This design comes from an exercise in tuning for small area on the open sky130 flow, not from production work.
The RTL was checked by simulation tests, not by an equivalence proof against the original design.
No activity file was given, so power comes from the tool's default toggle rates. No driver is modelled on the clock port, so clocking that relies on it looks cheaper here than on a real chip.

==> flow/flow/run.sh <==
#!/bin/bash
# The standard ORFS flow (standard.sh, unchanged synthesis) with:
#  - port buffers of the smallest buffer cell,
#  - a clock tree of larger sink clusters and no dummy loads,
#  - one tie cell per constant instead of one per constant output.
# The whole ORFS/OpenROAD output goes to flow.log in this folder; ORFS also
# keeps each step's log under orfs/logs/.
set -o pipefail
bash standard.sh \
  "BUFFER_PORTS_ARGS=-buffer_cell sky130_fd_sc_hd__buf_1" \
  "CTS_ARGS=-sink_clustering_enable -repair_clock_nets -dont_use_dummy_load -sink_clustering_size 30 -sink_clustering_max_diameter 80 -buf_list sky130_fd_sc_hd__clkbuf_16" \
  SKIP_REPAIR_TIE_FANOUT=1 REMOVE_ABC_BUFFERS=1 \
  finish > flow.log 2>&1
==> flow/standard.sh <==
#!/bin/bash
# synth_recipe.tcl (not shown) runs the flow's synth.tcl, then flattens the netlist and writes it again
# the make line also repeats each setting of config.mk as NAME=value (left out here)
make -C /OpenROAD-flow-scripts/flow DESIGN_CONFIG=/design/flow/config.mk WORK_HOME=/design/flow/orfs CLKGATE_MAP_FILE= SYNTH_SCRIPT=/design/flow/synth_recipe.tcl "${@:-finish}"
==> flow/config.mk <==
export PLATFORM = sky130hd
export DESIGN_NAME = AXI_Sram
export DESIGN_NICKNAME = AXI_Sram
export VERILOG_FILES = /design/flow/design.v
export SDC_FILE = /design/flow/constraint.sdc
export NUM_CORES = 4
export LEC_CHECK = 0
export CAP_MARGIN = 20
export CORE_MARGIN = 2
export CORE_UTILIZATION = 60
export GPL_TIMING_DRIVEN = 0
export PLACE_DENSITY = 0.8
export SLEW_MARGIN = 20
export SYNTH_HIERARCHICAL = 1
==> flow/constraint.sdc <==
create_clock -name core_clock -period 14.0 [get_ports {ACLK}]
set_input_delay 2.8000 -clock core_clock [delete_from_list [all_inputs] [get_ports {ACLK}]]
set_output_delay 2.8000 -clock core_clock [all_outputs]
set_load 0.01 [all_outputs]
==> flow/design.v <==
`timescale 1ns/1ns
module AXI_Sram #(
    parameter   DATA_WIDTH  = 64,
                ADDR_WIDTH  = 32,
                ID_WIDTH    = 1,
                USER_WIDTH  = 1,
                STRB_WIDTH  = (DATA_WIDTH/8)
)(
    input                       ACLK,
    input                       ARESETn,
    input      [ADDR_WIDTH-1:0] AWADDR,
    input      [7:0]            AWLEN,
    input      [2:0]            AWSIZE,
    input      [1:0]            AWBURST,
    input                       AWVALID,
    output reg                  AWREADY,
    input      [DATA_WIDTH-1:0] WDATA,
    input      [STRB_WIDTH-1:0] WSTRB,
    input                       WLAST,
    input                       WVALID,
    output reg                  WREADY,
    output     [1:0]            BRESP,
    output reg                  BVALID,
    input                       BREADY,
    input      [ADDR_WIDTH-1:0] ARADDR,
    input      [7:0]            ARLEN,
    input      [2:0]            ARSIZE,
    input      [1:0]            ARBURST,
    input                       ARVALID,
    output reg                  ARREADY,
    output     [DATA_WIDTH-1:0] RDATA,
    output     [1:0]            RRESP,
    output reg                  RLAST,
    output reg                  RVALID,
    input                       RREADY,
    input                       bist_en,
    input                       dft_en,
    output                      bist_done,
    output reg [7:0]            bist_fail
);
    assign BRESP = 2'b00;
    assign RRESP = 2'b00;
    reg         wen;
    reg  [15:0] awaddr_start;
    reg  [7:0]  awlen;
    reg  [2:0]  awsize;
    reg         awcnt_flag;
    reg  [15:0] awcnt;
    reg  [15:0] awaddr;
    wire        aw_flag_next, aw_at_stop;
    wire [15:0] awcnt_next;
    wire [6:0]  aw_sum;
    burst_cnt u_awc(.start(awaddr_start), .len(awlen), .size(awsize), .flag(awcnt_flag), .cnt(awcnt),
                    .valid(AWVALID), .flag_next(aw_flag_next), .cnt_next(awcnt_next), .at_stop(aw_at_stop), .addr(aw_sum));
    always @(posedge ACLK or negedge ARESETn) begin
        if (!ARESETn) begin
            AWREADY    <= 1'b0;
            WREADY     <= 1'b0;
            BVALID     <= 1'b0;
            wen        <= 1'b0;
            awsize     <= 3'h0;
            awcnt_flag <= 1'b0;
        end
        else begin
            AWREADY <= AWVALID & ~AWREADY;
            if (AWREADY)
                WREADY <= 1'b1;
            else if (WVALID & WLAST)
                WREADY <= 1'b0;
            BVALID <= ~BVALID & WLAST;
            if (WLAST)
                wen <= 1'b0;
            else if (AWREADY)
                wen <= 1'b1;
            if (AWVALID)
                awsize <= AWSIZE;
            awcnt_flag <= aw_flag_next;
        end
    end
    always @(posedge ACLK) begin
        if (AWVALID) begin
            awaddr_start <= AWADDR[15:0];
            awlen        <= AWLEN;
        end
        awcnt  <= awcnt_next;
        awaddr <= {aw_sum[6], 9'h0, aw_sum[5:0]};
    end
    reg  [15:0] araddr_start;
    reg  [7:0]  arlen;
    reg  [2:0]  arsize;
    reg         arcnt_flag;
    reg  [15:0] arcnt;
    reg  [31:0] rdata_r;
    wire        ar_flag_next, ar_at_stop;
    wire [15:0] arcnt_next;
    wire [6:0]  ar_sum;
    burst_cnt u_arc(.start(araddr_start), .len(arlen), .size(arsize), .flag(arcnt_flag), .cnt(arcnt),
                    .valid(ARVALID), .flag_next(ar_flag_next), .cnt_next(arcnt_next), .at_stop(ar_at_stop), .addr(ar_sum));
    wire [15:0] araddr = {ar_sum[6], 9'h0, ar_sum[5:0]};    
    wire [31:0] rdata_next;
    always @(posedge ACLK or negedge ARESETn) begin
        if (!ARESETn) begin
            ARREADY      <= 1'b0;
            RVALID       <= 1'b0;
            RLAST        <= 1'b0;
            araddr_start <= 16'h0;
            arlen        <= 8'h0;
            arsize       <= 3'h0;
            arcnt_flag   <= 1'b0;
            arcnt        <= 16'h0;
            rdata_r      <= 32'h0;
        end
        else begin
            ARREADY <= ARVALID & ~ARREADY;
            RVALID  <= ARREADY;
            RLAST   <= RREADY & ar_at_stop;
            if (ARVALID) begin
                araddr_start <= ARADDR[15:0];
                arlen        <= ARLEN;
                arsize       <= ARSIZE;
            end
            arcnt_flag <= ar_flag_next;
            arcnt      <= arcnt_next;
            rdata_r <= rdata_next;       
        end
    end
    assign RDATA = {32'h0, rdata_r};
    wire        s_bank = wen ? awaddr[15]  : araddr[15];
    wire [3:0]  s_word = wen ? awaddr[5:2] : araddr[5:2];
    wire [1:0]  s_byte = wen ? awaddr[1:0] : araddr[1:0];
    wire [2:0]  s_size = wen ? awsize      : arsize;
    reg  [3:0]  s_csn;
    always @(*) begin
        case (s_size)
            3'b000:  s_csn = ~(4'b0001 << s_byte);
            3'b001:  s_csn = s_byte[1] ? 4'b0011 : 4'b1100;
            3'b010:  s_csn = 4'b0000;
            default: s_csn = 4'b1111;
        endcase
    end
    wire [31:0] wdata;
    assign wdata[7:0]   = WDATA[7:0];
    assign wdata[15:8]  = (awsize == 3'h0) ? 8'h0 : WDATA[15:8];
    assign wdata[31:16] = (awsize == 3'h0 || awsize == 3'h1) ? 16'h0 : WDATA[31:16];
    localparam IDEL1       = 5'b00000;
    localparam P1_WRITE0   = 5'b11000;
    localparam IDEL2       = 5'b00010;
    localparam P2_READ0    = 5'b01000;
    localparam P2_COMPARE0 = 5'b10000;
    localparam P2_WRITE1   = 5'b11001;
    localparam IDEL3       = 5'b00001;
    localparam P3_READ1    = 5'b01001;
    localparam P3_COMPARE1 = 5'b10001;
    localparam P3_WRITE0   = 5'b11010;
    localparam P3_READ0    = 5'b01010;
    localparam P3_COMPARE0 = 5'b10010;
    localparam P3_WRITE1   = 5'b11011;
    localparam IDEL4       = 5'b00011;
    localparam P4_READ1    = 5'b01011;
    localparam P4_COMPARE1 = 5'b10011;
    localparam P4_WRITE0   = 5'b11100;
    localparam IDEL5       = 5'b00101;
    localparam P5_READ0    = 5'b01100;
    localparam P5_COMPARE0 = 5'b10100;
    localparam P5_WRITE1   = 5'b11101;
    localparam P5_READ1    = 5'b01101;
    localparam P5_COMPARE1 = 5'b10101;
    localparam P5_WRITE0   = 5'b11110;
    localparam IDEL6       = 5'b00100;
    localparam P6_READ0    = 5'b01110;
    localparam P6_COMPARE0 = 5'b10110;
    reg  [4:0]  cstate, nstate;
    reg  [3:0]  test_addr;
    reg         r_end;
    reg         up1_down0, count_en, r_end_en, pattern_sel, test_addr_rst;
    reg         rf_start, check_en, wen_test;
    wire        t_full = (test_addr == 4'hf);
    wire        t_zero = (test_addr == 4'h0);
    always @(*) begin
        up1_down0     = 1'b1;
        count_en      = 1'b0;
        r_end_en      = 1'b0;
        pattern_sel   = 1'b0;
        test_addr_rst = 1'b0;
        rf_start      = 1'b0;
        check_en      = 1'b0;
        wen_test      = 1'b1;
        nstate        = cstate;
        case (cstate)
            IDEL1: begin
                test_addr_rst = 1'b1;
                if (!r_end) begin
                    nstate   = P1_WRITE0;
                    rf_start = 1'b1;
                end
            end
            P1_WRITE0: begin
                count_en = 1'b1;
                wen_test = 1'b0;
                if (t_full) begin
                    nstate        = IDEL2;
                    test_addr_rst = 1'b1;
                    up1_down0     = 1'b0;
                end
            end
            IDEL2: begin
                up1_down0     = 1'b0;
                test_addr_rst = 1'b1;
                nstate        = P2_READ0;
            end
            P2_READ0:    nstate = P2_COMPARE0;
            P2_COMPARE0: begin
                check_en = 1'b1;
                nstate   = P2_WRITE1;
            end
            P2_WRITE1: begin
                up1_down0   = 1'b0;
                count_en    = 1'b1;
                wen_test    = 1'b0;
                pattern_sel = 1'b1;
                if (t_zero) begin
                    nstate        = IDEL3;
                    test_addr_rst = 1'b1;
                    up1_down0     = 1'b1;
                end
                else
                    nstate = P2_READ0;
            end
            IDEL3: begin
                pattern_sel   = 1'b1;
                test_addr_rst = 1'b1;
                nstate        = P3_READ1;
            end
            P3_READ1:    nstate = P3_COMPARE1;
            P3_COMPARE1: begin
                pattern_sel = 1'b1;
                check_en    = 1'b1;
                nstate      = P3_WRITE0;
            end
            P3_WRITE0: begin
                wen_test = 1'b0;
                nstate   = P3_READ0;
            end
            P3_READ0:    nstate = P3_COMPARE0;
            P3_COMPARE0: begin
                check_en = 1'b1;
                nstate   = P3_WRITE1;
            end
            P3_WRITE1: begin
                wen_test    = 1'b0;
                pattern_sel = 1'b1;
                count_en    = 1'b1;
                if (t_full) begin
                    nstate        = IDEL4;
                    test_addr_rst = 1'b1;
                end
                else
                    nstate = P3_READ1;
            end
            IDEL4: begin
                pattern_sel   = 1'b1;
                test_addr_rst = 1'b1;
                nstate        = P4_READ1;
            end
            P4_READ1:    nstate = P4_COMPARE1;
            P4_COMPARE1: begin
                pattern_sel = 1'b1;
                check_en    = 1'b1;
                nstate      = P4_WRITE0;
            end
            P4_WRITE0: begin
                wen_test = 1'b0;
                count_en = 1'b1;
                if (t_full) begin
                    nstate        = IDEL5;
                    test_addr_rst = 1'b1;
                end
                else
                    nstate = P4_READ1;
            end
            IDEL5: begin
                pattern_sel   = 1'b1;
                test_addr_rst = 1'b1;
                nstate        = P5_READ0;
            end
            P5_READ0:    nstate = P5_COMPARE0;
            P5_COMPARE0: begin
                check_en = 1'b1;
                nstate   = P5_WRITE1;
            end
            P5_WRITE1: begin
                wen_test    = 1'b0;
                pattern_sel = 1'b1;
                nstate      = P5_READ1;
            end
            P5_READ1:    nstate = P5_COMPARE1;
            P5_COMPARE1: begin
                pattern_sel = 1'b1;
                check_en    = 1'b1;
                nstate      = P5_WRITE0;
            end
            P5_WRITE0: begin
                wen_test = 1'b0;
                count_en = 1'b1;
                if (t_full) begin
                    nstate        = IDEL6;
                    test_addr_rst = 1'b1;
                end
                else
                    nstate = P5_READ0;
            end
            IDEL6: begin
                test_addr_rst = 1'b1;
                nstate        = P6_READ0;
            end
            P6_READ0:    nstate = P6_COMPARE0;
            P6_COMPARE0: begin
                check_en = 1'b1;
                count_en = 1'b1;
                if (t_full) begin
                    nstate        = IDEL1;
                    test_addr_rst = 1'b1;
                    r_end_en      = 1'b1;
                end
                else
                    nstate = P6_READ0;
            end
            default: begin
                nstate        = IDEL1;
                test_addr_rst = 1'b1;
            end
        endcase
    end
    assign bist_done = r_end;
    wire [7:0]  lane_mismatch;
    always @(posedge ACLK or negedge ARESETn) begin
        if (!ARESETn) begin
            cstate    <= IDEL1;
            test_addr <= 4'h0;
            r_end     <= 1'b0;
            bist_fail <= 8'hff;
        end
        else if (bist_en) begin
            cstate <= nstate;
            r_end  <= r_end_en;
            if (test_addr_rst)
                test_addr <= up1_down0 ? 4'h0 : 4'hf;
            else if (count_en)
                test_addr <= up1_down0 ? test_addr + 4'h1 : test_addr - 4'h1;
            if (check_en)
                bist_fail <= bist_fail | lane_mismatch;
            else if (rf_start)
                bist_fail <= 8'h00;
        end
    end
    wire        e_wen  = bist_en ? wen_test  : ~wen;      
    wire [3:0]  e_a    = bist_en ? test_addr : s_word;
    wire [7:0]  e_csn  = bist_en ? 8'h00 :
                         (s_bank ? {s_csn, 4'hf} : {4'hf, s_csn});
    wire [31:0] e_d    = bist_en ? {32{pattern_sel}} : wdata;
    reg  [7:0]  mem  [0:127];
    reg  [3:0]  last_a [0:7];
    wire [7:0]  m_rd [0:7];      
    wire [15:0] ndw;
    dec16n u_wdec(.a(e_a), .n(ndw));
    genvar L, W, B;
    generate
        for (L = 0; L < 8; L = L + 1) begin : g_lane
            wire lane_acc = ~e_csn[L];
            always @(posedge ACLK)
                if (lane_acc)
                    last_a[L] <= e_a;
            wire nwl;
            g_or2 u_nwl(.a(e_csn[L]), .b(e_wen), .y(nwl));
            for (W = 0; W < 16; W = W + 1) begin : g_word
                wire we;
                g_nor2 u_we(.a(nwl), .b(ndw[W]), .y(we));
                always @(posedge ACLK)
                    if (we)
                        mem[L*16+W] <= e_d[(L%4)*8 +: 8];
            end
            wire [15:0] rs;
            dec16m u_rdec(.acc(lane_acc), .a(e_a), .b(last_a[L]), .s(rs));
            for (B = 0; B < 8; B = B + 1) begin : g_bit
                wire [15:0] col;
                for (W = 0; W < 16; W = W + 1) begin : g_c
                    assign col[W] = mem[L*16+W][B];
                end
                sel16 u_sel(.d(col), .s(rs), .y(m_rd[L][B]));
            end
        end
    endgenerate
    reg  [31:0] dft_x;
    reg  [7:0]  dft_csn;
    reg         dft_wen;
    wire [31:0] x_next;
    genvar J;
    generate
        for (J = 0; J < 4; J = J + 1) begin : g_x
            wire [7:0] d = e_d[J*8 +: 8];
            assign x_next[J*8 +: 8] = {d[7], d[6] ^ e_wen, d[5], d[4], d[3:0] ^ e_a};
        end
    endgenerate
    reg         dft_valid;
    always @(posedge ACLK or negedge ARESETn) begin
        if (!ARESETn)
            dft_valid <= 1'b0;
        else if (dft_en)
            dft_valid <= 1'b1;
    end
    always @(posedge ACLK)
        if (dft_en) begin
            dft_x   <= x_next;
            dft_csn <= e_csn;
            dft_wen <= e_wen;
        end
    rdpath u_rd(.dft_en(dft_en), .dft_valid(dft_valid), .pattern_sel(pattern_sel), .dft_csn(dft_csn), .dft_x(dft_x), .dft_wen(dft_wen),
      .RREADY(RREADY), .rdata_q(rdata_r),
      .m_rd0(m_rd[0]), .m_rd1(m_rd[1]), .m_rd2(m_rd[2]), .m_rd3(m_rd[3]), .m_rd4(m_rd[4]), .m_rd5(m_rd[5]), .m_rd6(m_rd[6]), .m_rd7(m_rd[7]),
      .s_bank(s_bank), .e_csn(e_csn), .e_wen(e_wen), .e_d(e_d), .lane_mismatch(lane_mismatch), .rdata_next(rdata_next));
endmodule
module rdpath(input dft_en, dft_valid, pattern_sel, input [7:0] dft_csn, input [31:0] dft_x, input dft_wen,
  input RREADY, input [31:0] rdata_q,
  input [7:0] m_rd0, m_rd1, m_rd2, m_rd3, m_rd4, m_rd5, m_rd6, m_rd7, input s_bank, input [7:0] e_csn, input e_wen, input [31:0] e_d,
  output [7:0] lane_mismatch, output [31:0] rdata_next);
    wire [7:0] m_rd [0:7];
    assign {m_rd[7],m_rd[6],m_rd[5],m_rd[4],m_rd[3],m_rd[2],m_rd[1],m_rd[0]} = {m_rd7,m_rd6,m_rd5,m_rd4,m_rd3,m_rd2,m_rd1,m_rd0};
    genvar L, J;
    wire [3:0] x_mis;
    generate
        for (J = 0; J < 4; J = J + 1) begin : g_xm
            mis8 u_m(.d(dft_x[J*8 +: 8]), .p(pattern_sel), .y(x_mis[J]));
        end
        for (L = 0; L < 8; L = L + 1) begin : g_cmp
            wire m_mis;
            mis8 u_m(.d(m_rd[L]), .p(pattern_sel), .y(m_mis));
            assign lane_mismatch[L] = dft_en ?
                (dft_valid ? (dft_csn[L] | x_mis[L%4]) : pattern_sel) : m_mis;
        end
    endgenerate
    generate
        for (J = 0; J < 4; J = J + 1) begin : g_rd
            wire s_h, s_x, s_d, s_hi, s_lo, s_c7, s_c6;
            rd_sel u_s(.RREADY(RREADY), .dft_en(dft_en), .dft_valid(dft_valid), .s_bank(s_bank),
                       .csn_lo(e_csn[J]), .csn_hi(e_csn[J+4]), .e_wen(e_wen),
                       .dcsn_lo(dft_csn[J]), .dcsn_hi(dft_csn[J+4]), .dft_wen(dft_wen),
                       .s_h(s_h), .s_x(s_x), .s_d(s_d), .s_hi(s_hi), .s_lo(s_lo), .s_c7(s_c7), .s_c6(s_c6));
            rd_byte u_b(.s_h(s_h), .s_x(s_x), .s_d(s_d), .s_hi(s_hi), .s_lo(s_lo), .s_c7(s_c7), .s_c6(s_c6),
                        .q(rdata_q[J*8 +: 8]), .x(dft_x[J*8 +: 8]), .d(e_d[J*8 +: 8]),
                        .m_hi(m_rd[J+4]), .m_lo(m_rd[J]), .y(rdata_next[J*8 +: 8]));
        end
    endgenerate
endmodule
module rd_sel(input RREADY, dft_en, dft_valid, s_bank, csn_lo, csn_hi, e_wen, dcsn_lo, dcsn_hi, dft_wen,
              output s_h, s_x, s_d, s_hi, s_lo, s_c7, s_c6);
    wire acc  = s_bank ? ~csn_hi : ~csn_lo;
    wire byp  = acc & ~e_wen;
    wire dcsn = s_bank ? dcsn_hi : dcsn_lo;
    wire dsel = RREADY & dft_en & dft_valid;
    wire msel = RREADY & ~dft_en;
    assign s_h  = ~RREADY;
    assign s_x  = dsel & ~dcsn;
    assign s_c7 = dsel & dcsn;
    assign s_c6 = dsel & dcsn & dft_wen;
    assign s_d  = msel & byp;
    assign s_hi = msel & ~byp & s_bank;
    assign s_lo = msel & ~byp & ~s_bank;
endmodule
module rd_byte(input s_h, s_x, s_d, s_hi, s_lo, s_c7, s_c6, input [7:0] q, x, d, m_hi, m_lo, output [7:0] y);
    genvar k;
    for (k = 0; k < 8; k = k + 1) begin : g_k
        wire a, b;
        g_aoi222 u_a(.a1(s_h), .b1(q[k]), .a2(s_x), .b2(x[k]), .a3(s_d), .b3(d[k]), .y(a));
        if (k == 7) begin : g7
            g_aoi221 u_b(.a1(s_hi), .b1(m_hi[k]), .a2(s_lo), .b2(m_lo[k]), .c(s_c7), .y(b));
        end
        else if (k == 6) begin : g6
            g_aoi221 u_b(.a1(s_hi), .b1(m_hi[k]), .a2(s_lo), .b2(m_lo[k]), .c(s_c6), .y(b));
        end
        else begin : gl
            g_aoi22 u_b(.a1(s_hi), .b1(m_hi[k]), .a2(s_lo), .b2(m_lo[k]), .y(b));
        end
        g_nand2 u_o(.a(a), .b(b), .y(y[k]));
    end
endmodule
module mis8(input [7:0] d, input p, output y);
    assign y = p ? ~&d : |d;
endmodule
module g_aoi22(input a1, b1, a2, b2, output y);
    assign y = ~((a1 & b1) | (a2 & b2));
endmodule
module g_aoi221(input a1, b1, a2, b2, c, output y);
    assign y = ~((a1 & b1) | (a2 & b2) | c);
endmodule
module sel16(input [15:0] d, input [15:0] s, output y);
    wire [4:0] x;
    genvar i;
    for (i = 0; i < 5; i = i + 1) begin : g_a
        g_aoi222 u(.a1(s[3*i]), .b1(d[3*i]), .a2(s[3*i+1]), .b2(d[3*i+1]),
                   .a3(s[3*i+2]), .b3(d[3*i+2]), .y(x[i]));
    end
    wire n0, n1;
    g_nand3 u_n0(.a(x[0]), .b(x[1]), .c(x[2]), .y(n0));
    g_nand2 u_n1(.a(x[3]), .b(x[4]), .y(n1));
    g_ao211 u_o(.a1(s[15]), .a2(d[15]), .b(n0), .c(n1), .y(y));
endmodule
module dec16m(input acc, input [3:0] a, input [3:0] b, output [15:0] s);
    wire [3:0] rn, r;
    wire [3:0] nlo, nhi;
    genvar i;
    for (i = 0; i < 4; i = i + 1) begin : g_m
        g_muxi u_m(.s(acc), .a1(a[i]), .a0(b[i]), .y(rn[i]));
        g_inv  u_i(.a(rn[i]), .y(r[i]));
    end
    g_nand2 u_l0(.a(rn[1]), .b(rn[0]), .y(nlo[0]));
    g_nand2 u_l1(.a(rn[1]), .b(r[0]),  .y(nlo[1]));
    g_nand2 u_l2(.a(r[1]),  .b(rn[0]), .y(nlo[2]));
    g_nand2 u_l3(.a(r[1]),  .b(r[0]),  .y(nlo[3]));
    g_nand2 u_h0(.a(rn[3]), .b(rn[2]), .y(nhi[0]));
    g_nand2 u_h1(.a(rn[3]), .b(r[2]),  .y(nhi[1]));
    g_nand2 u_h2(.a(r[3]),  .b(rn[2]), .y(nhi[2]));
    g_nand2 u_h3(.a(r[3]),  .b(r[2]),  .y(nhi[3]));
    for (i = 0; i < 16; i = i + 1) begin : g_s
        g_nor2 u_s(.a(nlo[i%4]), .b(nhi[i/4]), .y(s[i]));
    end
endmodule
module dec16n(input [3:0] a, output [15:0] n);
    wire [3:0] an;
    wire [3:0] nlo, nhi;
    genvar i;
    for (i = 0; i < 4; i = i + 1) begin : g_i
        g_inv u_i(.a(a[i]), .y(an[i]));
    end
    g_nand2 u_l0(.a(an[1]), .b(an[0]), .y(nlo[0]));
    g_nand2 u_l1(.a(an[1]), .b(a[0]),  .y(nlo[1]));
    g_nand2 u_l2(.a(a[1]),  .b(an[0]), .y(nlo[2]));
    g_nand2 u_l3(.a(a[1]),  .b(a[0]),  .y(nlo[3]));
    g_nand2 u_h0(.a(an[3]), .b(an[2]), .y(nhi[0]));
    g_nand2 u_h1(.a(an[3]), .b(a[2]),  .y(nhi[1]));
    g_nand2 u_h2(.a(a[3]),  .b(an[2]), .y(nhi[2]));
    g_nand2 u_h3(.a(a[3]),  .b(a[2]),  .y(nhi[3]));
    for (i = 0; i < 16; i = i + 1) begin : g_n
        g_or2 u_n(.a(nlo[i%4]), .b(nhi[i/4]), .y(n[i]));
    end
endmodule
module g_aoi222(input a1, b1, a2, b2, a3, b3, output y);
    assign y = ~((a1 & b1) | (a2 & b2) | (a3 & b3));
endmodule
module g_ao211(input a1, a2, b, c, output y);
    assign y = (a1 & a2) | b | c;
endmodule
module g_nand2(input a, b, output y);
    assign y = ~(a & b);
endmodule
module g_nand3(input a, b, c, output y);
    assign y = ~(a & b & c);
endmodule
module g_or2(input a, b, output y);
    assign y = a | b;
endmodule
module g_nor2(input a, b, output y);
    assign y = ~(a | b);
endmodule
module g_inv(input a, output y);
    assign y = ~a;
endmodule
module g_muxi(input s, a1, a0, output y);
    assign y = ~(s ? a1 : a0);
endmodule
module burst_cnt(input [15:0] start, input [7:0] len, input [2:0] size, input flag, input [15:0] cnt,
                 input valid, output flag_next, output [15:0] cnt_next, output at_stop, output [6:0] addr);
    genvar k;
    wire s1, s2, so;
    size_dec u_sd(.size(size), .s1(s1), .s2(s2), .so(so));
    wire [9:0] nstop;
    g_nand2 u_ns0(.a(so), .b(len[0]), .y(nstop[0]));
    g_aoi22 u_ns1(.a1(so), .b1(len[1]), .a2(s1), .b2(len[0]), .y(nstop[1]));
    for (k = 2; k < 8; k = k + 1) begin : g_ns
        g_aoi222 u(.a1(so), .b1(len[k]), .a2(s1), .b2(len[k-1]), .a3(s2), .b3(len[k-2]), .y(nstop[k]));
    end
    g_aoi22 u_ns8(.a1(s1), .b1(len[7]), .a2(s2), .b2(len[6]), .y(nstop[8]));
    g_nand2 u_ns9(.a(s2), .b(len[7]), .y(nstop[9]));
    wire [9:0] eq;
    for (k = 0; k < 10; k = k + 1) begin : g_eq
        g_xor2 u(.a(cnt[k]), .b(nstop[k]), .y(eq[k]));
    end
    wire z1, z2, na, nb, nc;
    g_nor3  u_z1(.a(cnt[15]), .b(cnt[14]), .c(cnt[13]), .y(z1));
    g_nor3  u_z2(.a(cnt[12]), .b(cnt[11]), .c(cnt[10]), .y(z2));
    g_nand4 u_na(.a(eq[0]), .b(eq[1]), .c(eq[2]), .d(eq[3]), .y(na));
    g_nand4 u_nb(.a(eq[4]), .b(eq[5]), .c(eq[6]), .d(eq[7]), .y(nb));
    g_nand4 u_nc(.a(eq[8]), .b(eq[9]), .c(z1), .d(z2), .y(nc));
    g_nor3  u_st(.a(na), .b(nb), .c(nc), .y(at_stop));
    flag_nx u_fl(.valid(valid), .flag(flag), .len(len), .at_stop(at_stop), .flag_next(flag_next));
    wire [15:0] t;
    wire [16:0] c;
    wire e1, e2;
    g_ha  u_i0(.a(cnt[0]), .b(so), .s(t[0]), .c(c[1]));
    g_or2 u_e1(.a(s1), .b(c[1]), .y(e1));
    g_ha  u_i1(.a(cnt[1]), .b(e1), .s(t[1]), .c(c[2]));
    g_or2 u_e2(.a(s2), .b(c[2]), .y(e2));
    g_ha  u_i2(.a(cnt[2]), .b(e2), .s(t[2]), .c(c[3]));
    for (k = 3; k < 15; k = k + 1) begin : g_inc
        g_ha u(.a(cnt[k]), .b(c[k]), .s(t[k]), .c(c[k+1]));
    end
    g_xor2 u_i15(.a(cnt[15]), .b(c[15]), .y(t[15]));
    for (k = 0; k < 16; k = k + 1) begin : g_clr
        g_and2 u(.a(flag), .b(t[k]), .y(cnt_next[k]));
    end
    wire [15:0] ac;
    g_ha u_a0(.a(start[0]), .b(cnt[0]), .s(addr[0]), .c(ac[1]));
    for (k = 1; k < 6; k = k + 1) begin : g_add
        g_fa u(.a(start[k]), .b(cnt[k]), .ci(ac[k]), .s(addr[k]), .co(ac[k+1]));
    end
    for (k = 6; k < 15; k = k + 1) begin : g_cy
        g_maj u(.a(start[k]), .b(cnt[k]), .c(ac[k]), .y(ac[k+1]));
    end
    wire x15;
    g_xor2 u_x15a(.a(start[15]), .b(cnt[15]), .y(x15));
    g_xor2 u_x15b(.a(x15), .b(ac[15]), .y(addr[6]));
endmodule
module size_dec(input [2:0] size, output s1, s2, so);
    assign s1 = (size == 3'h1);
    assign s2 = (size == 3'h2);
    assign so = ~(s1 | s2);
endmodule
module flag_nx(input valid, flag, input [7:0] len, input at_stop, output flag_next);
    assign flag_next = valid | (flag & (len != 8'h0) & ~at_stop);
endmodule
module g_ha(input a, b, output s, c);
    assign s = a ^ b;
    assign c = a & b;
endmodule
module g_fa(input a, b, ci, output s, co);
    assign s  = a ^ b ^ ci;
    assign co = (a & b) | (a & ci) | (b & ci);
endmodule
module g_maj(input a, b, c, output y);
    assign y = (a & b) | (a & c) | (b & c);
endmodule
module g_xor2(input a, b, output y);
    assign y = a ^ b;
endmodule
module g_and2(input a, b, output y);
    assign y = a & b;
endmodule
module g_nor3(input a, b, c, output y);
    assign y = ~(a | b | c);
endmodule
module g_nand4(input a, b, c, d, output y);
    assign y = ~(a & b & c & d);
endmodule
==> impl_metrics.py, run 1 <==
metrics = {
    "synth": {
        "ys_seq_area_share_pct": 75.4,
        "syn_area_per_cell_um2": 16.3,
        "async_flop_share_pct": 8.48,
        "yosysTopAreaCell": "edfxtp_1",
        "synthTopCellsByArea": "edfxtp_1 (69%), a222oi_1 (7.5%), dfrtp_1 (5.0%)",
        "synthFlopType": "edfxtp_1",
        "synth_cells": 2996,
        "yosysWarnings": 11,
        "synth-edff-count": 1121,
        "ys_seq_elements": 1250,
        "synth_top_area_share_pct": 69.0,
        "syn_area_um2": 48800,
        "ys_types": 73,
    },
    "detailed_routing": {
        "drt.antenna.violating_nets": 0,
        "drc": 0,
        "wl_per_cell_um": 28.5,
        "routed_wl_um": 120000,
        "drt-initial-drc-count": 5437,
        "avgViaCountPerCell": 7.09,
        "first_pass_iters": 10,
        "num_vias": 29767,
    },
    "cts": {
        "cts_buffer_depth": 3,
        "clock_sinks": 1250,
        "cts_setup_buffers": 0,
        "h-tree-depth": 2,
        "numCtsBuffers": 49,
        "postCtsHoldBufs": 0,
        "cts_tree": "done",
        "insertion_delay_ns": 0.65,
        "clock-root-buffer": "clkbuf_16",
        "clk_pin_slew_ns": 0.11,
        "cts_resized": 0,
    },
    "global_routing": {
        "grt-ovfl-total": 0,
        "first_global_vias": 29187,
        "antenna_found_initial": 2,
        "grtUsageTotal_pct": 28.4,
        "grt_first_pass_wirelength_um": 177000,
        "grt_max_degree": 37,
    },
    "sta": {
        "slew_headroom_pct": 16.7,
        "maxSlewViolCount": 0,
        "rsz0062_at_grt": "no",
        "setup_violations": 0,
        "fin_skew_ns": 0.0397,
        "fmax_mhz": 96.1,
        "tightest_slew_ns": 1.25,
        "setup_ws_ns": 3.59,
        "fin_tns_setup_ns": 0,
        "fin_crit_ns": 10.41,
        "period_share_pct": 74.3,
        "hold_violations": 0,
    },
    "worst_setup_path": {
        "worstSetupStartpointType": "flip-flop",
        "slowest_stage": "clkinv_2",
        "crit_required_ns": 14.59,
        "crit_path_end_kind": "flip-flop",
        "cp_slowest_stage_delay_ns": 0.74,
        "crit_top_cell": "maj3_2",
        "cp_max_fo": 28,
        "path_buf_inv": 3,
        "critPathTopFamily": "adder cells",
        "critical_path_class": "reg2reg",
        "arrival_ns": 10.99,
    },
    "finish": {
        "syn2layout_area_growth_pct": 6.86,
        "layout_commonest_cell": "edfxtp_1",
        "drive_gt1_share_pct": 7.87,
        "fin_nets": 3358,
        "layout_common_cells": "edfxtp_1 (1121), a222oi_1 (364), nor2_1 (310)",
        "fillCellCount": 5301,
    },
    "placement": {
        "place.gp.congestion": 0.912,
        "pre_cts_slack_ns": 3.77,
        "dp_hpwl_um": 78500,
        "port_buffers": 141,
    },
    "power": {
        "peakVddDrop_mv": 0.174,
        "post-layout-total-power_mw": 10.0,
        "power.density_nw_per_um2": 192,
        "power_leakage_nw": 17.6,
    },
    "die": {
        "core_area_um2": 80500,
        "dieHeight_um": 289,
        "fp.dieArea_um2": 83700,
        "io_pins": 255,
        "start_util_pct": 60.6,
        "rows": 104,
        "die_x_um": 289,
    },
    "run_status": {
        "run_status": "complete, no violations",
    },
    "run": {
        "drv_cap": 0,
    },
    "worst_hold_path": {
        "hp-class": "reg2reg",
    },
}
[routing by layer]
| layer | global-route usage (%) | vias to the layer above | routed length [um] |
|---|---|---|---|
| li1 | - | 12566 | - |
| met1 | 37.4 | 14683 | 43100 |
| met2 | 45.6 | 2183 | 56300 |
| met3 | 6.50 | 333 | 14400 |
| met4 | 12.6 | 2 | 5990 |
| met5 | 0 | - | 14 |
[logic make-up after synthesis]
kind of cell / after synthesis / share of synthesized area (%)
AOI/OAI and AO/OA: 587 / 11.2
xor gates and xnor gates: 47 / 0.843
adders and majority gates: 63 / 1.74
buffers and inverters: 135 / 1.34
DFF: 1250 / 75.4
muxes: 76 / 1.67
other: 1 / 0.00768
and+or+nand+nor: 837 / 7.88
[through the flow]
stage | cell area (um2) | utilization, % | hold slack (ns) | std cells
after detailed placement | 50900 | 63.2 | 0.395 | 4150
after floorplan | 48400 | - | 0.435 | 2931
after global placement | 50300 | 62.4 | 0.385 | 4132
final | 52200 | 64.8 | 0.419 | 4201
after global routing | 52200 | 64.8 | 0.426 | 4199
after CTS | 52200 | 64.7 | 0.418 | 4199
[where the power goes]
part / internal, mW / switching (mW) / total [mW]
Sequential: 4.69 / 0.238 / 4.93
Combinational: 1.04 / 2.39 / 3.43
Clock: 0.631 / 1.02 / 1.65
[sequential cells by signal, summed over array words and instances, names as in the netlist, 5 cells and up]
signal / cells
araddr_start: 16
arcnt: 16
arlen: 8
awaddr: 7
awaddr_start: 16
awcnt: 16
awlen: 8
bist_fail: 8
cstate: 5
dft_csn: 8
dft_x: 32
last_a: 32
mem: 1024
rdata_r: 32
[cells in the mapped netlist (all sizes together), types with 2 or more instances]
cell type and instances:
edfxtp 1121, a222oi 364, nor2 311, nand2 253, dfrtp 98, nand3 84
inv 69, a211o 64, buf 46, mux2i 43, nor3 36, and2 35
ha 34, o21ai 33, mux2 32, or2 30, xor2 30, a22oi 29
a21oi 28, nand4 24, dfxtp 23, clkbuf 19, maj3 18, nor4 17
xnor2 17, a31oi 14, nor2b 14, a21o 13, nor3b 13, fa 11
a221oi 9, dfstp 8, nand2b 8, o22ai 8, a2111oi 5, and4 5
o31ai 3, a211oi 2, a311oi 2, a31o 2, nand3b 2
[Yosys stat by module (local to each module, per instance), a selection]
module    times used  flops+latches
g_nand2          172              0
g_aoi222         364              0
g_aoi221           8              0
size_dec           2              0
rd_sel             4              0
g_fa              10              0
mis8              12              0
g_maj             18              0
g_nor2           256              0
flag_nx            2              0
g_ha              32              0
g_and2            32              0
rdpath             1              0
g_nand3           64              0
g_ao211           64              0
g_aoi22           28              0
[worst reg2reg max path, delay by kind of cell, from the launching register on]
kind	cells	cell delay [ns]
buffers and inverters	3	0.92
and+or+nand+nor	6	0.82
muxes	2	0.98
adders and majority gates	15	5.03
DFF	1	0.41
AOI/OAI and AO/OA	6	2.00
xor gates and xnor gates	1	0.22
[cell type report]
class | count | area (um2) | share of cell area, %
inverter | 70 | 264 | 0.506
timing repair buffer | 159 | 927 | 1.78
tap | 1060 | 1330 | 2.54
sequential | 1250 | 36800 | 70.5
multi-input combinational | 1611 | 11600 | 22.3
clock buffer | 49 | 1230 | 2.35
antenna | 2 | 5.00 | 0.00959
[worst paths after layout]
path                       slack, ns                        start                        to  cells past startpoint
setup / recovery                3.59  araddr_start[0]$_DFFE_PN0P_  bist_fail[7]$_DFFE_PN1P_                     33
hold / removal                  0.42            ARREADY$_DFF_PN0_          RVALID$_DFF_PN0_                      0
setup reg to reg                3.59  araddr_start[0]$_DFFE_PN0P_  bist_fail[7]$_DFFE_PN1P_                     33
hold reg to reg                 0.42            ARREADY$_DFF_PN0_          RVALID$_DFF_PN0_                      0
max in group asynchronous      10.99                      ARESETn  bist_fail[6]$_DFFE_PN1P_                      3
min in group asynchronous       2.13                      ARESETn          RVALID$_DFF_PN0_                      1
==> run 2: changes to the inputs <==
--- a/flow/flow/run.sh
+++ b/flow/flow/run.sh
@@ -9,5 +9,5 @@
 bash standard.sh \
   "BUFFER_PORTS_ARGS=-buffer_cell sky130_fd_sc_hd__buf_1" \
-  "CTS_ARGS=-sink_clustering_enable -repair_clock_nets -dont_use_dummy_load -sink_clustering_size 30 -sink_clustering_max_diameter 80 -buf_list sky130_fd_sc_hd__clkbuf_16" \
+  "CTS_ARGS=-sink_clustering_enable -repair_clock_nets -dont_use_dummy_load -sink_clustering_size 25 -sink_clustering_max_diameter 70 -buf_list sky130_fd_sc_hd__clkbuf_16" \
   SKIP_REPAIR_TIE_FANOUT=1 REMOVE_ABC_BUFFERS=1 \
   finish > flow.log 2>&1
==> run 2 against run 1 <==
- via count about the same
- critical endpoint is now bist_fail[4]$_DFFE_PN1P_
- sequential power barely moved
- die area is the same
- largest power group unchanged
- first-iteration DRC count decreased by 2.4%
- synthesized area stayed put
- clock-buffer cell count rose by 9
==> impl_metrics.py, run 2 <==
metrics = {
    "cts": {
        "numCtsBuffers": 58,
        "cts_resized": 0,
        "cts_buffer_depth": 3,
        "postCtsHoldBufs": 0,
        "insertion_delay_ns": 0.68,
        "clock_sinks": 1250,
        "clk_pin_slew_ns": 0.09,
        "h-tree-depth": 2,
        "cts_tree": "done",
        "clock-root-buffer": "clkbuf_16",
        "cts_setup_buffers": 0,
    },
    "synth": {
        "synth_xor_area_share_pct": 0.843,
        "ys_seq_area_share_pct": 75.4,
        "synth-edff-count": 1121,
        "ys_types": 73,
        "synth_compound_area_share_pct": 11.2,
        "synth_cells": 2996,
        "synth_top_area_share_pct": 69.0,
        "yosysMostFrequentCell": "edfxtp_1",
        "syn_area_per_cell_um2": 16.3,
        "synthFlopType": "edfxtp_1",
        "yosysWarnings": 11,
        "synthTopCellsByCount": "edfxtp_1 (1121), a222oi_1 (364), nor2_1 (311)",
        "synthTopCellsByArea": "edfxtp_1 (69%), a222oi_1 (7.5%), dfrtp_1 (5.0%)",
        "async_flop_share_pct": 8.48,
        "synth_simple_gate_area_share_pct": 7.88,
        "syn_area_um2": 48800,
        "synthMuxAreaShare_pct": 1.67,
        "ys_seq_elements": 1250,
        "synth_top_family_by_area": "compound AO/OA/AOI/OAI gates",
        "synthAdderAreaFrac_pct": 1.74,
        "yosysTopAreaCell": "edfxtp_1",
    },
    "sta": {
        "fin_tns_setup_ns": 0,
        "setup_violations": 0,
        "maxSlewViolCount": 0,
        "fin_skew_ns": 0.0683,
        "hold_violations": 0,
        "rsz0062_at_grt": "no",
        "slew_headroom_pct": 19.2,
        "period_share_pct": 74.9,
        "tightest_slew_ns": 1.21,
        "whs_ns": 0.417,
        "fin_crit_ns": 10.48,
        "fmax_mhz": 95.4,
    },
    "global_routing": {
        "antenna_found_initial": 2,
        "grt_max_degree": 37,
        "first_global_vias": 29330,
        "grtUsageTotal_pct": 28.4,
        "grt_first_pass_wirelength_um": 177000,
        "grt-ovfl-total": 0,
    },
    "die": {
        "die_x_um": 289,
        "io_pins": 255,
        "rows": 104,
        "fp.dieArea_um2": 83700,
        "core_area_um2": 80500,
        "dieHeight_um": 289,
        "start_util_pct": 60.6,
    },
    "finish": {
        "largest_register_ffs": 1024,
        "fin_util_pct": 65.1,
        "multi_input_area_um2": 11600,
        "layout_commonest_cell": "edfxtp_1",
        "regMostFlops": "mem",
        "seq_area_um2": 36800,
        "fin_nets": 3367,
        "syn2layout_area_growth_pct": 7.34,
        "drive_gt1_share_pct": 8.13,
        "fillCellCount": 5287,
        "layout_common_cells": "edfxtp_1 (1121), a222oi_1 (364), nor2_1 (310)",
    },
    "power": {
        "peakVddDrop_mv": 0.108,
        "power.density_nw_per_um2": 194,
        "post-layout-total-power_mw": 10.1,
        "power_leakage_nw": 17.7,
    },
    "worst_setup_path": {
        "critPathTopFamily": "adder cells",
        "critical_path_class": "reg2reg",
        "crit_path_end_kind": "flip-flop",
        "slowest_stage": "clkinv_2",
        "crit_required_ns": 14.57,
        "crit_top_cell": "maj3_2",
        "r2r_slack_ns": 3.52,
        "cp_max_fo": 28,
        "path_buf_inv": 3,
        "arrival_ns": 11.05,
        "worstSetupStartpointType": "flip-flop",
        "cp_slowest_stage_delay_ns": 0.76,
    },
    "detailed_routing": {
        "avgViaCountPerCell": 7.06,
        "drt-initial-drc-count": 5309,
        "drc": 0,
        "num_vias": 29764,
        "drt.antenna.violating_nets": 0,
        "first_pass_iters": 14,
        "wl_per_cell_um": 28.5,
        "routed_wl_um": 120000,
    },
    "placement": {
        "dp_hpwl_um": 78500,
        "place.gp.congestion": 0.912,
        "port_buffers": 141,
    },
    "worst_hold_path": {
        "hp-class": "reg2reg",
    },
    "run": {
        "drv_cap": 0,
    },
    "run_status": {
        "run_status": "complete, no violations",
    },
}
-- run 2: cell counts after synthesis --
Identical to the previous run, type by type.
-- run 2: routing by layer --
metal  wire length (um)  vias up  GRT usage [%]
met5                  0        -              0
met4               5150        0           12.4
met3              15500      307           7.05
met2              57000     2206           45.8
met1              42400    14667           37.1
li1                   -    12584              -
-- run 2: final cells by class --
type	instances	area share (%)
Sequential cell	1250	70.2
Timing Repair Buffer	159	1.77
Clock buffer	58	2.77
Multi-Input combinational cell	1611	22.2
Tap cell	1060	2.53
Inverter	70	0.504
Antenna cell	6	0.0287
-- run 2: cells by family (layout without fill, tap and decap cells) --
| family | Yosys count | in the layout |
|---|---|---|
| flip-flops | 1250 | 1250 |
| AND/OR/NAND/NOR | 837 | 837 |
| AO/OA/AOI/OAI | 587 | 587 |
| buffers and inverters | 135 | 287 |
| multiplexers | 76 | 76 |
| adder cells (fa/ha/maj) | 63 | 63 |
| XOR/XNOR | 47 | 47 |
| other | 1 | 7 |
-- run 2: per-stage QoR --
stage | worst slack, ns | cells | instance area [um2]
6_report | 3.52 | 4214 | 52400
5_1_grt | 3.30 | 4208 | 52400
4_1_cts | 3.77 | 4208 | 52400
3_5_place_dp | 3.77 | 4150 | 50900
3_3_place_gp | 2.32 | 4132 | 50300
2_1_floorplan | 5.15 | 2931 | 48400
-- run 2: path summary, 6_finish.rpt --
check | to | cells past startpoint | startpoint
setup / recovery | bist_fail[4]$_DFFE_PN1P_ | 32 | araddr_start[0]$_DFFE_PN0P_
hold / removal | RVALID$_DFF_PN0_ | 0 | ARREADY$_DFF_PN0_
setup reg to reg | bist_fail[4]$_DFFE_PN1P_ | 32 | araddr_start[0]$_DFFE_PN0P_
hold reg to reg | RVALID$_DFF_PN0_ | 0 | ARREADY$_DFF_PN0_
max in group asynchronous | bist_fail[0]$_DFFE_PN1P_ | 3 | ARESETn
min in group asynchronous | RVALID$_DFF_PN0_ | 1 | ARESETn
-- run 2: worst register-to-register path, delay by kind of cell, from the launching register on --
kind / cells / cell delay (ns)
adder cells (fa/ha/maj): 15 / 5.04
buffers and inverters: 3 / 0.93
AO/OA/AOI/OAI: 6 / 1.85
XOR/XNOR: 1 / 0.22
flip-flops: 1 / 0.41
multiplexers: 2 / 1.04
AND/OR/NAND/NOR: 5 / 0.95
-- run 2: Yosys stat by module, one instance, submodules excluded, a selection --
module,cells inside,times used,area [um2]
mis8,8,12,47.5
g_nand4,1,6,6.26
AXI_Sram,1620,1,39100
g_and2,1,32,6.26
rdpath,26,1,156
g_ha,1,32,12.5
size_dec,5,2,27.5
g_muxi,1,32,10.0
g_xor2,1,26,8.76
g_aoi221,1,8,15.0
-- run 2: report_power, final --
group / switching (mW) / internal (mW) / total [mW]
clock network: 1.04 / 0.737 / 1.78
registers: 0.236 / 4.69 / 4.93
logic: 2.40 / 1.04 / 3.43
total: 3.68 / 6.46 / 10.1
==> run 3: changes to the inputs <==
--- a/flow/design.v
+++ b/flow/design.v
@@ -89,4 +89,5 @@
     reg  [7:0]  arlen;
     reg  [2:0]  arsize;
+    reg         ar_loaded;       
     reg         arcnt_flag;
     reg  [15:0] arcnt;
@@ -97,5 +98,6 @@
     burst_cnt u_arc(.start(araddr_start), .len(arlen), .size(arsize), .flag(arcnt_flag), .cnt(arcnt),
                     .valid(ARVALID), .flag_next(ar_flag_next), .cnt_next(arcnt_next), .at_stop(ar_at_stop), .addr(ar_sum));
-    wire [15:0] araddr = {ar_sum[6], 9'h0, ar_sum[5:0]};    
+    wire [15:0] araddr = {ar_sum[6] & ar_loaded, 9'h0, ar_sum[5:0] & {6{ar_loaded}}};    
+    wire [2:0]  arsize_e = arsize & {3{ar_loaded}};
     wire [31:0] rdata_next;
     always @(posedge ACLK or negedge ARESETn) begin
@@ -104,7 +106,5 @@
             RVALID       <= 1'b0;
             RLAST        <= 1'b0;
-            araddr_start <= 16'h0;
-            arlen        <= 8'h0;
-            arsize       <= 3'h0;
+            ar_loaded    <= 1'b0;
             arcnt_flag   <= 1'b0;
             arcnt        <= 16'h0;
@@ -114,10 +114,7 @@
             ARREADY <= ARVALID & ~ARREADY;
             RVALID  <= ARREADY;
-            RLAST   <= RREADY & ar_at_stop;
-            if (ARVALID) begin
-                araddr_start <= ARADDR[15:0];
-                arlen        <= ARLEN;
-                arsize       <= ARSIZE;
-            end
+            RLAST   <= RREADY & (ar_at_stop | ~ar_loaded);
+            if (ARVALID)
+                ar_loaded <= 1'b1;
             arcnt_flag <= ar_flag_next;
             arcnt      <= arcnt_next;
@@ -125,9 +122,15 @@
         end
     end
+    always @(posedge ACLK)
+        if (ARVALID) begin
+            araddr_start <= ARADDR[15:0];
+            arlen        <= ARLEN;
+            arsize       <= ARSIZE;
+        end
     assign RDATA = {32'h0, rdata_r};
     wire        s_bank = wen ? awaddr[15]  : araddr[15];
     wire [3:0]  s_word = wen ? awaddr[5:2] : araddr[5:2];
     wire [1:0]  s_byte = wen ? awaddr[1:0] : araddr[1:0];
-    wire [2:0]  s_size = wen ? awsize      : arsize;
+    wire [2:0]  s_size = wen ? awsize      : arsize_e;
     reg  [3:0]  s_csn;
     always @(*) begin
@@ -439,11 +442,14 @@
         end
     endgenerate
+    wire s_h, d_sel, nd_sel, msel, nm_hi, nm_lo;
+    rd_com u_c(.RREADY(RREADY), .dft_en(dft_en), .dft_valid(dft_valid), .s_bank(s_bank),
+               .s_h(s_h), .d_sel(d_sel), .nd_sel(nd_sel), .msel(msel), .nm_hi(nm_hi), .nm_lo(nm_lo));
     generate
         for (J = 0; J < 4; J = J + 1) begin : g_rd
-            wire s_h, s_x, s_d, s_hi, s_lo, s_c7, s_c6;
-            rd_sel u_s(.RREADY(RREADY), .dft_en(dft_en), .dft_valid(dft_valid), .s_bank(s_bank),
+            wire s_x, s_d, s_hi, s_lo, s_c7, s_c6;
+            rd_sel u_s(.d_sel(d_sel), .nd_sel(nd_sel), .nm_hi(nm_hi), .nm_lo(nm_lo), .msel(msel), .s_bank(s_bank),
                        .csn_lo(e_csn[J]), .csn_hi(e_csn[J+4]), .e_wen(e_wen),
                        .dcsn_lo(dft_csn[J]), .dcsn_hi(dft_csn[J+4]), .dft_wen(dft_wen),
-                       .s_h(s_h), .s_x(s_x), .s_d(s_d), .s_hi(s_hi), .s_lo(s_lo), .s_c7(s_c7), .s_c6(s_c6));
+                       .s_x(s_x), .s_d(s_d), .s_hi(s_hi), .s_lo(s_lo), .s_c7(s_c7), .s_c6(s_c6));
             rd_byte u_b(.s_h(s_h), .s_x(s_x), .s_d(s_d), .s_hi(s_hi), .s_lo(s_lo), .s_c7(s_c7), .s_c6(s_c6),
                         .q(rdata_q[J*8 +: 8]), .x(dft_x[J*8 +: 8]), .d(e_d[J*8 +: 8]),
@@ -452,18 +458,27 @@
     endgenerate
 endmodule
-module rd_sel(input RREADY, dft_en, dft_valid, s_bank, csn_lo, csn_hi, e_wen, dcsn_lo, dcsn_hi, dft_wen,
-              output s_h, s_x, s_d, s_hi, s_lo, s_c7, s_c6);
-    wire acc  = s_bank ? ~csn_hi : ~csn_lo;
-    wire byp  = acc & ~e_wen;
-    wire dcsn = s_bank ? dcsn_hi : dcsn_lo;
-    wire dsel = RREADY & dft_en & dft_valid;
-    wire msel = RREADY & ~dft_en;
-    assign s_h  = ~RREADY;
-    assign s_x  = dsel & ~dcsn;
-    assign s_c7 = dsel & dcsn;
-    assign s_c6 = dsel & dcsn & dft_wen;
-    assign s_d  = msel & byp;
-    assign s_hi = msel & ~byp & s_bank;
-    assign s_lo = msel & ~byp & ~s_bank;
+module rd_sel(input d_sel, nd_sel, nm_hi, nm_lo, msel, s_bank, csn_lo, csn_hi, e_wen, dcsn_lo, dcsn_hi, dft_wen,
+              output s_x, s_d, s_hi, s_lo, s_c7, s_c6);
+    wire accn, byp, dcsn;
+    g_mux2 u_acc(.s(s_bank), .a1(csn_hi), .a0(csn_lo), .y(accn));
+    g_nor2 u_byp(.a(accn), .b(e_wen), .y(byp));
+    g_mux2 u_dcs(.s(s_bank), .a1(dcsn_hi), .a0(dcsn_lo), .y(dcsn));
+    g_nor2 u_sx(.a(nd_sel), .b(dcsn), .y(s_x));
+    g_and2 u_c7(.a(d_sel), .b(dcsn), .y(s_c7));
+    g_and2 u_c6(.a(s_c7), .b(dft_wen), .y(s_c6));
+    g_and2 u_sd(.a(msel), .b(byp), .y(s_d));
+    g_nor2 u_hi(.a(nm_hi), .b(byp), .y(s_hi));
+    g_nor2 u_lo(.a(nm_lo), .b(byp), .y(s_lo));
+endmodule
+module rd_com(input RREADY, dft_en, dft_valid, s_bank, output s_h, d_sel, nd_sel, msel, nm_hi, nm_lo);
+    assign s_h    = ~RREADY;
+    assign d_sel  = RREADY & dft_en & dft_valid;
+    assign nd_sel = ~d_sel;
+    assign msel   = RREADY & ~dft_en;
+    assign nm_hi  = ~(msel & s_bank);
+    assign nm_lo  = ~(msel & ~s_bank);
+endmodule
+module g_mux2(input s, a1, a0, output y);
+    assign y = s ? a1 : a0;
 endmodule
 module rd_byte(input s_h, s_x, s_d, s_hi, s_lo, s_c7, s_c6, input [7:0] q, x, d, m_hi, m_lo, output [7:0] y);
--- a/flow/flow/run.sh
+++ b/flow/flow/run.sh
@@ -3,5 +3,6 @@
 #  - port buffers of the smallest buffer cell,
 #  - a clock tree of larger sink clusters and no dummy loads,
-#  - one tie cell per constant instead of one per constant output.
+#  - one tie cell per constant instead of one per constant output,
+#  - the buffers ABC inserted removed at floorplan (REMOVE_ABC_BUFFERS).
 # The whole ORFS/OpenROAD output goes to flow.log in this folder; ORFS also
 # keeps each step's log under orfs/logs/.
==> run 3 against run 2 <==
- die area is 0.25% lower
- critical path depth is 1 higher
- sequential share of layout area is 0.48 points higher
- clock power hardly changed
- synthesized cell count is 1.1% lower
- maximum frequency is 1.6% lower
- non-clock buffer count is 1 lower
- global-route usage is 0.30 points lower
- critical path type unchanged
- largest cell class unchanged
- largest power group unchanged
==> impl_metrics.py, run 3 <==
metrics = {
    "synth": {
        "ys_seq_area_share_pct": 75.9,
        "syn_area_um2": 48700,
        "synthTopCellsByArea": "edfxtp_1 (71%), a222oi_1 (7.5%), dfrtp_1 (3.7%)",
        "synthFlopType": "edfxtp_1",
        "yosysWarnings": 11,
        "synth-edff-count": 1148,
        "ys_types": 74,
        "synth_cells": 2963,
        "synth_top_area_share_pct": 70.8,
        "syn_area_per_cell_um2": 16.4,
        "yosysTopAreaCell": "edfxtp_1",
        "synthTopCellsByCount": "edfxtp_1 (1148), a222oi_1 (364), nor2_1 (311)",
        "async_flop_share_pct": 6.39,
        "yosysMostFrequentCell": "edfxtp_1",
        "ys_seq_elements": 1251,
    },
    "sta": {
        "setup_violations": 0,
        "hold_violations": 0,
        "fin_skew_ns": 0.0819,
        "tightest_slew_ns": 1.22,
        "maxSlewViolCount": 0,
        "fin_tns_setup_ns": 0,
        "fmax_mhz": 93.9,
        "slew_headroom_pct": 18.5,
        "period_share_pct": 76.1,
        "setup_ws_ns": 3.35,
        "fin_crit_ns": 10.65,
        "rsz0062_at_grt": "no",
        "whs_ns": 0.448,
    },
    "global_routing": {
        "first_global_vias": 28864,
        "grt_max_degree": 37,
        "grt_first_pass_wirelength_um": 175000,
        "grtUsageTotal_pct": 28.1,
        "grt-ovfl-total": 0,
        "antenna_found_initial": 3,
    },
    "finish": {
        "syn2layout_area_growth_pct": 7.35,
        "layout_common_cells": "edfxtp_1 (1148), a222oi_1 (364), nor2_1 (310)",
        "seq_area_um2": 36900,
        "fillCellCount": 5317,
        "largest_register_ffs": 1024,
        "multi_input_area_um2": 11300,
        "regMostFlops": "mem",
        "stdcell_area_um2": 52300,
        "drive_gt1_share_pct": 7.37,
        "layout_commonest_cell": "edfxtp_1",
        "fin_nets": 3339,
    },
    "placement": {
        "placed_area_um2": 50800,
        "place.gp.congestion": 0.918,
        "dp_hpwl_um": 78400,
        "port_buffers": 141,
        "pre_cts_slack_ns": 3.63,
    },
    "power": {
        "peakVddDrop_mv": 0.137,
        "post-layout-total-power_mw": 9.84,
        "power_leakage_nw": 17.6,
        "power.density_nw_per_um2": 188,
    },
    "cts": {
        "clock_sinks": 1251,
        "h-tree-depth": 2,
        "cts_tree": "done",
        "cts_buffer_depth": 3,
        "clk_pin_slew_ns": 0.10,
        "numCtsBuffers": 58,
        "postCtsHoldBufs": 0,
        "cts_resized": 0,
        "cts_setup_buffers": 0,
        "clock-root-buffer": "clkbuf_16",
        "insertion_delay_ns": 0.68,
    },
    "worst_setup_path": {
        "crit_required_ns": 14.61,
        "cp_max_fo": 18,
        "worstSetupStartpointType": "flip-flop",
        "cp_slowest_stage_delay_ns": 0.92,
        "arrival_ns": 11.26,
        "crit_top_cell": "maj3_2",
        "slowest_stage": "a22oi_2",
        "critical_path_class": "reg2reg",
        "ff2ff_path_depth": 33,
        "crit_path_end_kind": "flip-flop",
    },
    "detailed_routing": {
        "drc": 0,
        "avgViaCountPerCell": 7.07,
        "num_vias": 29566,
        "routed_wl_um": 118000,
        "first_pass_iters": 7,
        "drt-initial-drc-count": 5286,
        "drt.antenna.violating_nets": 0,
        "wl_per_cell_um": 28.3,
    },
    "die": {
        "start_util_pct": 60.6,
        "rows": 104,
        "io_pins": 255,
        "dieHeight_um": 289,
        "core_area_um2": 80400,
        "fp.dieArea_um2": 83500,
        "die_x_um": 289,
    },
    "run": {
        "drv_cap": 0,
    },
    "run_status": {
        "run_status": "complete, no violations",
    },
    "worst_hold_path": {
        "hp-class": "reg2reg",
        "whs_path_depth": 0,
    },
}
-- run 3: cell types whose count changed after synthesis, moves of 11 or more --
cell,change
mux2_2,-29
edfxtp_1,+27
dfrtp_1,-26
o21ai_1,+21
o21ai_0,-17
xnor2_1,-12
xor2_1,+12
clkbuf_1,-11
-- run 3: cell families (layout without fill, tap and decap cells) --
group	after synthesis	after routing	synth area share [%]
flip-flops	1251	1251	75.9
AND/OR/NAND/NOR	831	831	7.81
AO/OA/AOI/OAI	600	600	11.4
buffers and inverters	125	282	1.30
adder cells (fa/ha/maj)	63	63	1.74
XOR/XNOR	47	47	0.845
multiplexers	45	45	1.02
other	1	4	0.00770
-- run 3: worst max-delay path, delay by kind of cell, from the launching register on --
kind,cells,cell delay [ns]
AO/OA/AOI/OAI,7,2.81
XOR/XNOR,1,0.20
flip-flops,1,0.43
multiplexers,1,0.46
AND/OR/NAND/NOR,6,0.91
buffers and inverters,3,0.79
adder cells (fa/ha/maj),15,4.99
-- run 3: layout make-up --
cell class / count / share of cell area, %
multi-input combinational: 1587 / 21.7
tap: 1060 / 2.54
sequential: 1251 / 70.7
antenna: 3 / 0.0144
clock buffer: 58 / 2.78
inverter: 66 / 0.474
timing repair buffer: 158 / 1.83
-- run 3: routing by layer --
layer  vias to the layer above  wire length, um  part of all wire [%]  track usage (%)
met3                       309            15600                    13             6.56
met2                      2180            55900                    47             44.7
met4                         2             5030                   4.3             10.8
met5                         -               11                0.0093                0
met1                     14573            41700                    35             38.3
li1                      12502                -                     -                -
-- run 3: where the power goes --
| part | switching (mW) | internal, mW | total [mW] |
|---|---|---|---|
| sequential | 0.241 | 4.62 | 4.86 |
| combinational | 2.21 | 0.994 | 3.21 |
| clock | 1.04 | 0.737 | 1.77 |
| total | 3.49 | 6.35 | 9.84 |
-- run 3: stage by stage --
stage	utilization [%]	cells
after global placement	62.4	4105
after detailed placement	63.2	4122
after floorplan	-	2904
after global routing	65.0	4180
final	65.0	4183
after CTS	65.0	4180
-- run 3: final timing paths --
path,start,end,slack (ns)
max reg2reg,arcnt[0]$_DFF_PN0_,bist_fail[4]$_DFFE_PN1P_,3.35
max,arcnt[0]$_DFF_PN0_,bist_fail[4]$_DFFE_PN1P_,3.35
max in group asynchronous,ARESETn,bist_fail[5]$_DFFE_PN1P_,10.89
min reg2reg,ARREADY$_DFF_PN0_,RVALID$_DFF_PN0_,0.45
min,ARREADY$_DFF_PN0_,RVALID$_DFF_PN0_,0.45
min in group asynchronous,ARESETn,arcnt[2]$_DFF_PN0_,2.21
-- run 3: per-module statistics from Yosys (local to each module, per instance), excerpt --
module   area, um2  copies in the design  flip-flops and latches
g_fa          20.0                    10                       0
g_nand4       6.26                     6                       0
rd_com        38.8                     1                       0
g_or2         6.26                    28                       0
g_nand3       5.00                    64                       0
g_nor2        3.75                   272                       0
g_aoi22       12.5                    28                       0
g_inv         3.75                    36                       0
g_ha          12.5                    32                       0
g_ao211       8.76                    64                       0
==> run 4: changes to the inputs <==
--- a/flow/flow/run.sh
+++ b/flow/flow/run.sh
@@ -10,5 +10,5 @@
 bash standard.sh \
   "BUFFER_PORTS_ARGS=-buffer_cell sky130_fd_sc_hd__buf_1" \
-  "CTS_ARGS=-sink_clustering_enable -repair_clock_nets -dont_use_dummy_load -sink_clustering_size 25 -sink_clustering_max_diameter 70 -buf_list sky130_fd_sc_hd__clkbuf_16" \
+  "CTS_ARGS=-sink_clustering_enable -repair_clock_nets -dont_use_dummy_load -sink_clustering_size 27 -sink_clustering_max_diameter 80 -buf_list sky130_fd_sc_hd__clkbuf_16" \
   SKIP_REPAIR_TIE_FANOUT=1 REMOVE_ABC_BUFFERS=1 \
   finish > flow.log 2>&1
==> run 4 against run 3 <==
- first-iteration DRC count rose by 0.15%
- setup slack better by 0.081 ns
- combinational power about the same
- critical endpoint unchanged
- highest routed layer unchanged
==> impl_metrics.py, run 4 <==
metrics = {
    "worst_setup_path": {
        "crit_path_end_kind": "flip-flop",
        "worstSetupStartpointType": "flip-flop",
        "cp_slowest_stage_delay_ns": 0.92,
        "crit_top_cell": "maj3_2",
        "crit_required_ns": 14.59,
        "slowest_stage": "a22oi_2",
        "cp_max_fo": 18,
        "arrival_ns": 11.16,
        "critical_path_class": "reg2reg",
    },
    "detailed_routing": {
        "drc": 0,
        "avgViaCountPerCell": 7.04,
        "drt-initial-drc-count": 5294,
        "wl_per_cell_um": 28.3,
        "routed_wl_um": 118000,
        "num_vias": 29426,
        "first_pass_iters": 10,
        "drt.antenna.violating_nets": 0,
    },
    "synth": {
        "ys_types": 74,
        "async_flop_share_pct": 6.39,
        "yosysMostFrequentCell": "edfxtp_1",
        "ys_seq_elements": 1251,
        "synthTopCellsByCount": "edfxtp_1 (1148), a222oi_1 (364), nor2_1 (311)",
        "yosysTopAreaCell": "edfxtp_1",
        "synth_cells": 2963,
        "yosysWarnings": 11,
        "syn_area_per_cell_um2": 16.4,
        "synth-edff-count": 1148,
        "syn_area_um2": 48700,
        "synth_top_area_share_pct": 70.8,
        "synthFlopType": "edfxtp_1",
        "synthTopCellsByArea": "edfxtp_1 (71%), a222oi_1 (7.5%), dfrtp_1 (3.7%)",
        "ys_seq_area_share_pct": 75.9,
    },
    "placement": {
        "place.gp.congestion": 0.918,
        "pre_cts_slack_ns": 3.63,
        "dp_hpwl_um": 78400,
        "port_buffers": 141,
    },
    "sta": {
        "fmax_mhz": 94.6,
        "rsz0062_at_grt": "no",
        "fin_tns_setup_ns": 0,
        "fin_crit_ns": 10.57,
        "fin_skew_ns": 0.0708,
        "whs_ns": 0.443,
        "setup_ws_ns": 3.43,
        "hold_violations": 0,
        "tightest_slew_ns": 1.19,
        "maxSlewViolCount": 0,
        "slew_headroom_pct": 20.4,
        "period_share_pct": 75.5,
        "setup_violations": 0,
    },
    "finish": {
        "layout_common_cells": "edfxtp_1 (1148), a222oi_1 (364), nor2_1 (310)",
        "fin_util_pct": 64.8,
        "layout_commonest_cell": "edfxtp_1",
        "drive_gt1_share_pct": 7.22,
        "multi_input_area_um2": 11300,
        "fin_nets": 3334,
        "fillCellCount": 5329,
        "regMostFlops": "mem",
        "syn2layout_area_growth_pct": 7.10,
        "seq_area_um2": 36900,
        "largest_register_ffs": 1024,
    },
    "global_routing": {
        "top_usage_layer": "met2",
        "grtUsageTotal_pct": 28.1,
        "grt-ovfl-total": 0,
        "grt_max_degree": 37,
        "met1_usage_pct": 37.9,
        "met2_usage_pct": 44.9,
        "antenna_found_initial": 3,
        "use_met3_pct": 6.55,
        "first_global_vias": 28754,
        "grt_first_pass_wirelength_um": 175000,
    },
    "cts": {
        "clk_pin_slew_ns": 0.10,
        "clock-root-buffer": "clkbuf_16",
        "numCtsBuffers": 53,
        "cts_resized": 0,
        "h-tree-depth": 2,
        "cts_buffer_depth": 3,
        "cts_setup_buffers": 0,
        "insertion_delay_ns": 0.67,
        "clock_sinks": 1251,
        "cts_tree": "done",
        "postCtsHoldBufs": 0,
    },
    "die": {
        "start_util_pct": 60.6,
        "die_x_um": 289,
        "io_pins": 255,
        "fp.dieArea_um2": 83500,
        "dieHeight_um": 289,
        "rows": 104,
        "core_area_um2": 80400,
    },
    "power": {
        "power.density_nw_per_um2": 187,
        "pwr-share-seq_pct": 49.7,
        "pwr-share-clk_pct": 17.4,
        "power_leakage_nw": 17.6,
        "p_int_mw": 6.29,
        "pwr-share-comb_pct": 32.8,
        "p_sw_share_pct": 35.6,
        "peakVddDrop_mv": 0.119,
        "p_sw_mw": 3.48,
    },
    "worst_hold_path": {
        "hp-class": "reg2reg",
    },
    "run": {
        "drv_cap": 0,
    },
    "run_status": {
        "run_status": "complete, no violations",
    },
}
## run 4: cell counts after synthesis
No cell type changed its count.
## run 4: path summary, 6_finish.rpt
kind                            cells after the start               start                       end  slack, ns
worst max-delay path                               33  arcnt[0]$_DFF_PN0_  bist_fail[4]$_DFFE_PN1P_       3.43
worst min-delay path                                0   ARREADY$_DFF_PN0_          RVALID$_DFF_PN0_       0.44
worst max register to register                     33  arcnt[0]$_DFF_PN0_  bist_fail[4]$_DFFE_PN1P_       3.43
worst min register to register                      0   ARREADY$_DFF_PN0_          RVALID$_DFF_PN0_       0.44
max in group asynchronous                           3             ARESETn  bist_fail[0]$_DFFE_PN1P_      10.86
min in group asynchronous                           1             ARESETn        arcnt[2]$_DFF_PN0_       2.20
## run 4: cells by family after synthesis
family                     count (synthesis)  synth area share [%]
DFF                                     1251                  75.9
xor gates and xnor gates                  47                 0.845
other                                      1               0.00770
muxes                                     45                  1.02
AOI/OAI and AO/OA                        600                  11.4
and+or+nand+nor                          831                  7.81
adders and majority gates                 63                  1.74
buffers and inverters                    125                  1.30
## run 4: layout make-up
| cell class | instances | area share [%] |
|---|---|---|
| diodes | 4 | 0.0192 |
| clock buffers | 53 | 2.54 |
| inverters | 66 | 0.475 |
| multi-input cells | 1587 | 21.7 |
| flip-flops and latches | 1251 | 70.8 |
| well taps | 1060 | 2.54 |
| repair buffers | 158 | 1.84 |
## run 4: modules after synthesis (local to each module, per instance), excerpt
module	flip-flops and latches	times used
mis8	0	12
g_aoi221	0	8
g_muxi	0	32
g_nor2	0	272
g_aoi222	0	364
g_xor2	0	26
g_and2	0	44
g_inv	0	36
AXI_Sram	1251	1
size_dec	0	2
g_nand3	0	64
g_fa	0	10
g_nand4	0	6
g_nand2	0	172
flag_nx	0	2
g_nor3	0	6
## run 4: worst max-delay path, delay by kind of cell (launching register included)
| family | cells | cell delay, ns |
|---|---|---|
| multiplexers | 1 | 0.47 |
| buffers and inverters | 3 | 0.76 |
| AO/OA/AOI/OAI | 7 | 2.76 |
| adder cells (fa/ha/maj) | 15 | 4.99 |
| AND/OR/NAND/NOR | 6 | 0.88 |
| XOR/XNOR | 1 | 0.21 |
| flip-flops | 1 | 0.43 |
## run 4: power groups by stage
stage | Sequential, mW | Clock [mW] | Combinational (mW)
2_1_floorplan | 4.85 | 0 | 1.93
3_5_place_dp | 4.93 | 0 | 3.10
6_report | 4.86 | 1.70 | 3.20
4_1_cts | 4.85 | 1.72 | 3.11
3_3_place_gp | 4.93 | 0 | 2.87
5_1_grt | 4.88 | 1.84 | 3.39
## run 4: stage by stage
stage               cells  power [mW]  area (um2)
floorplan            2904        6.78       48300
global placement     4105        7.80       50200
detailed placement   4122        8.04       50800
CTS                  4175        9.69       52100
global route         4175        10.1       52100
finish               4179        9.77       52200
## run 4: routing by layer
layer	vias to the layer above	part of all wire, %
li1	12480	-
met5	-	0.017
met1	14595	36
met4	2	4.2
met3	311	12
met2	2038	48

## port drivers added, routing unchanged
Ports are ideal in the flow. The routed layouts listed here were re-timed in OpenROAD. Step 1 assumes that a clkbuf_16 drives the clock port and a buf_2 every other input. Step 2 also shifts input and output timing later by t, the mid clock arrival at the registers, as if the neighbouring blocks saw the same clock. a / b / c = ideal / step 1 / step 2; a / b = the first two.
run | shift t [ns] | slack for setup (ns)
run 1 | 0.693 | 3.594 / 3.594 / 3.594
run 2 | 0.707 | 3.520 / 3.520 / 3.520
run 3 | 0.698 | 3.352 / 3.352 / 3.352
run 4 | 0.696 | 3.433 / 3.433 / 3.433
After both steps setup and hold are still met in every run listed.
